From an optimization exercise on the open Yosys and OpenROAD flow, aimed at small area, a short achievable clock period and few clock cycles; shortcuts taken in it are not production practice.
The RTL was checked by simulation tests, not by an equivalence proof against the original design.
Power figures rest on the tool's default switching activity, not on a simulated workload.

lane 1:
## conv_pool
module conv_pool (clk, rst, in_valid, in_ready, in_w, in_x0, in_x1, in_x2, in_x3,
                  in_bias, in_last, out_valid, out_z);
clock: 11.0 ns
lec_check: 0
cap_margin: 75
core_margin: 2
core_utilization: 40
place_density: 0.75
slew_margin: 75
buffer_ports_args: -buffer_cell sky130_fd_sc_hd__buf_2
standard.sh (not shown) runs the stock make flow with config.mk's settings and CLKGATE_MAP_FILE= SYNTH_SCRIPT=/design/flow/synth_recipe.tcl, a recipe that flattens the netlist after the stock synthesis.
==> flow/flow/run.sh <==
#!/bin/bash
# Layout flow: the standard flow (standard.sh), with one change: the
# buffers that buffer_ports puts on every input and output port are buf_2
# cells instead of ORFS's default pick, the delay buffer clkdlybuf4s50_1.
set -euo pipefail
echo 'export BUFFER_PORTS_ARGS = -buffer_cell sky130_fd_sc_hd__buf_2' >> config.mk
bash standard.sh > standard.log 2>&1
Testbench counts of lane 1, summed over its fixed seeds: cycles 17,796.
The following lists how lane 2 was set up differently from lane 1:
# lane 1
export LEC_CHECK = 0
export CAP_MARGIN = 75
export CORE_MARGIN = 2
export CORE_UTILIZATION = 40
export PLACE_DENSITY = 0.75
export SLEW_MARGIN = 75
export BUFFER_PORTS_ARGS = -buffer_cell sky130_fd_sc_hd__buf_2
create_clock -name core_clock -period 11.0 [get_ports {clk}]
# lane 2
export LEC_CHECK = 0
export CAP_MARGIN = 70
export CORE_MARGIN = 2
export CORE_UTILIZATION = 55
export PLACE_DENSITY = 0.85
export SLEW_MARGIN = 70
export BUFFER_PORTS_ARGS = -buffer_cell sky130_fd_sc_hd__buf_2
create_clock -name core_clock -period 11.0 [get_ports {clk}]
Notes after the runs:
- Having completed the whole flow, lane 2 delivered a layout that passed the timing, design-rule and antenna checks.
- Lane 2 against lane 1: clock group share of total power held steady, clock skew grew by 0.035 ns, routed wire length grew by about 0.8%, sequential share of layout area grew by 0.38 points, clock transition at the registers of the reported paths held steady.

v40:
conv_pool again, from the RTL that the note above started with.
clock: 11.0 ns
lec_check: 0
cap_margin: 70
core_margin: 2
core_utilization: 40
place_density: 0.75
slew_margin: 70
run.sh (not shown) runs the stock make flow with config.mk's settings and CLKGATE_MAP_FILE= SYNTH_SCRIPT=/design/flow/synth_recipe.tcl, a recipe that flattens the netlist after the stock synthesis.
Stock flow here: none of the scripts above is used.
In summary, v40 completed successfully, with a layout that passed the timing, design-rule and antenna checks.
Testbench counts of v40, summed over its fixed seeds: cycles 17,796.
The following lists how v7 was set up differently from v40:
Settings: putting BUFFER_PORTS_ARGS at -buffer_cell sky130_fd_sc_hd__buf_2 where nothing was set; swapping 0.75 for 0.65 in PLACE_DENSITY.
==> flow/flow/run.sh (new file) <==
#!/bin/bash
# Layout flow: the standard flow (standard.sh), with one change: the
# buffers that buffer_ports puts on every input and output port are buf_2
# cells instead of ORFS's default pick, the delay buffer clkdlybuf4s50_1.
set -euo pipefail
echo 'export BUFFER_PORTS_ARGS = -buffer_cell sky130_fd_sc_hd__buf_2' >> config.mk
bash standard.sh > standard.log 2>&1
==> flow/standard.sh (new file) <==
#!/bin/bash
# synth_recipe.tcl (not shown) runs the flow's synth.tcl, then flattens the netlist and writes it again
# the make line also repeats each setting of config.mk as NAME=value (left out here)
make -C /OpenROAD-flow-scripts/flow DESIGN_CONFIG=/design/flow/config.mk WORK_HOME=/design/flow/orfs CLKGATE_MAP_FILE= SYNTH_SCRIPT=/design/flow/synth_recipe.tcl "${@:-finish}"
removed: flow/run.sh
Notes after the runs:
~same net count of the finished layout in v7 and v40. Diff v40 -> v7 | via count | decrease of 532. Between v7 and v40, the difference in portion of the clock cycle consumed by the worst path in the final layout is negligible. Compared v40 against v7; maximum clock skew at final layout within noise. Routed wire length: v7 vs v40 — no meaningful difference. Number of vias per cell went down slightly going from v40 to v7. v7 gives more power density of the placed cells than v40 did. | timing-limited maximum frequency | v40 vs v7 | ≈ equal |. Looking at v7 and v40, the sum of internal, switching and leakage power is a wash. Going from v40 to v7, the mean routed wirelength per cell was found to have gone down by about 0.33%.
## Diff of input files: v36 against v7
Settings: a change of PLACE_DENSITY from 0.65 to 0.75; a change of CAP_MARGIN from 70 to 85; a change of SLEW_MARGIN from 70 to 85.
==> comparison <==
v36 | status: complete | timing, DRC, antenna: pass. Going from v7 to v36, the global router's overall resource usage was found to have gone up by 0.86 points. v7 → v36: total power divided by cell area now sits higher; sequential share of layout area went down 3.5 points.
> inputs changed (v36 -> v16)
Settings: a change of CAP_MARGIN from 85 to 70; a change of SLEW_MARGIN from 85 to 70.
==> notes.md <==
v16 did not stop at any stage, and its layout met the timing, design-rule and antenna checks. From v36 to v16 the numbers moved as follows: register-to-register setup slack now larger, final worst slack now larger, part of the power in combinational logic went down by 5.4 points, peak fanout along the critical path higher. As far as number of resized instances in the post-cts repair step goes, v36 and v16 are indistinguishable; the numbers are identical. v36 ended up with met4 as its top layer used by detailed routing; v16 ended up with met5. v16 consumes less power than v36 does.
Modified inputs, v43 compared to v16
Settings: CAP_MARGIN changed from 70 to 50; SLEW_MARGIN changed from 70 to 50.
## What came out
[v43 vs v16] met2 demand-to-capacity share in global routing: lower in v43. Between v43 and v16, the difference in fraction of power consumed by the clock network is negligible. v43 vs v16, number of search-and-repair iterations in the first detailed-routing pass went down by 4. Initial antenna violation count: v43 vs v16 down 1. Diff v43 and v16: first-pass GRT wire length higher in v16. On v43: sequential share of power is 0.4 points higher than what v16 gave. From v16 to v43 the numbers moved as follows: final worst-path setup slack went down 520 ps; total power density per cell area went down 0.33%.

==> separate check: timing with driven ports <==
Ports are ideal in the flow. The routed layouts listed here were re-timed in OpenROAD. Step 1, drivers: a clkbuf_16 drives clk and a buf_2 each remaining input, both assumed. Step 2 adds t to the input delays and takes it off the output delays; t is the mean of the earliest and latest rising clock arrival at the registers after step 1. Input paths then give back, and output paths get back, about the clock's delay inside the block. a / b / c = ideal ports / drivers / drivers and shift; a / b = the first two.
| run | t, ns | slack for setup (ns) | clock arrival spread, ns | worst data-port slew with drivers (ns) |
|---|---|---|---|---|
| lane 1 | 0.704 | 7.115 / 7.115 / 7.115 | 0.023 / 0.023 | 0.06 |
| lane 2 | 0.691 | 6.906 / 6.906 / 6.906 | 0.055 / 0.055 | 0.06 |
| v40 | 0.687 | 7.017 / 7.017 / 7.017 | 0.030 / 0.030 | 0.07 |
| v7 | 0.699 | 7.028 / 7.028 / 7.028 | 0.029 / 0.028 | 0.06 |
| v36 | 0.702 | 0.843 / 0.843 / 0.843 | 0.045 / 0.046 | 0.06 |
| v16 | 0.694 | 7.035 / 7.035 / 7.035 | 0.027 / 0.027 | 0.06 |
| v43 | 0.690 | 6.515 / 6.515 / 6.515 | 0.035 / 0.035 | 0.06 |
After both steps every run listed still meets setup and hold.
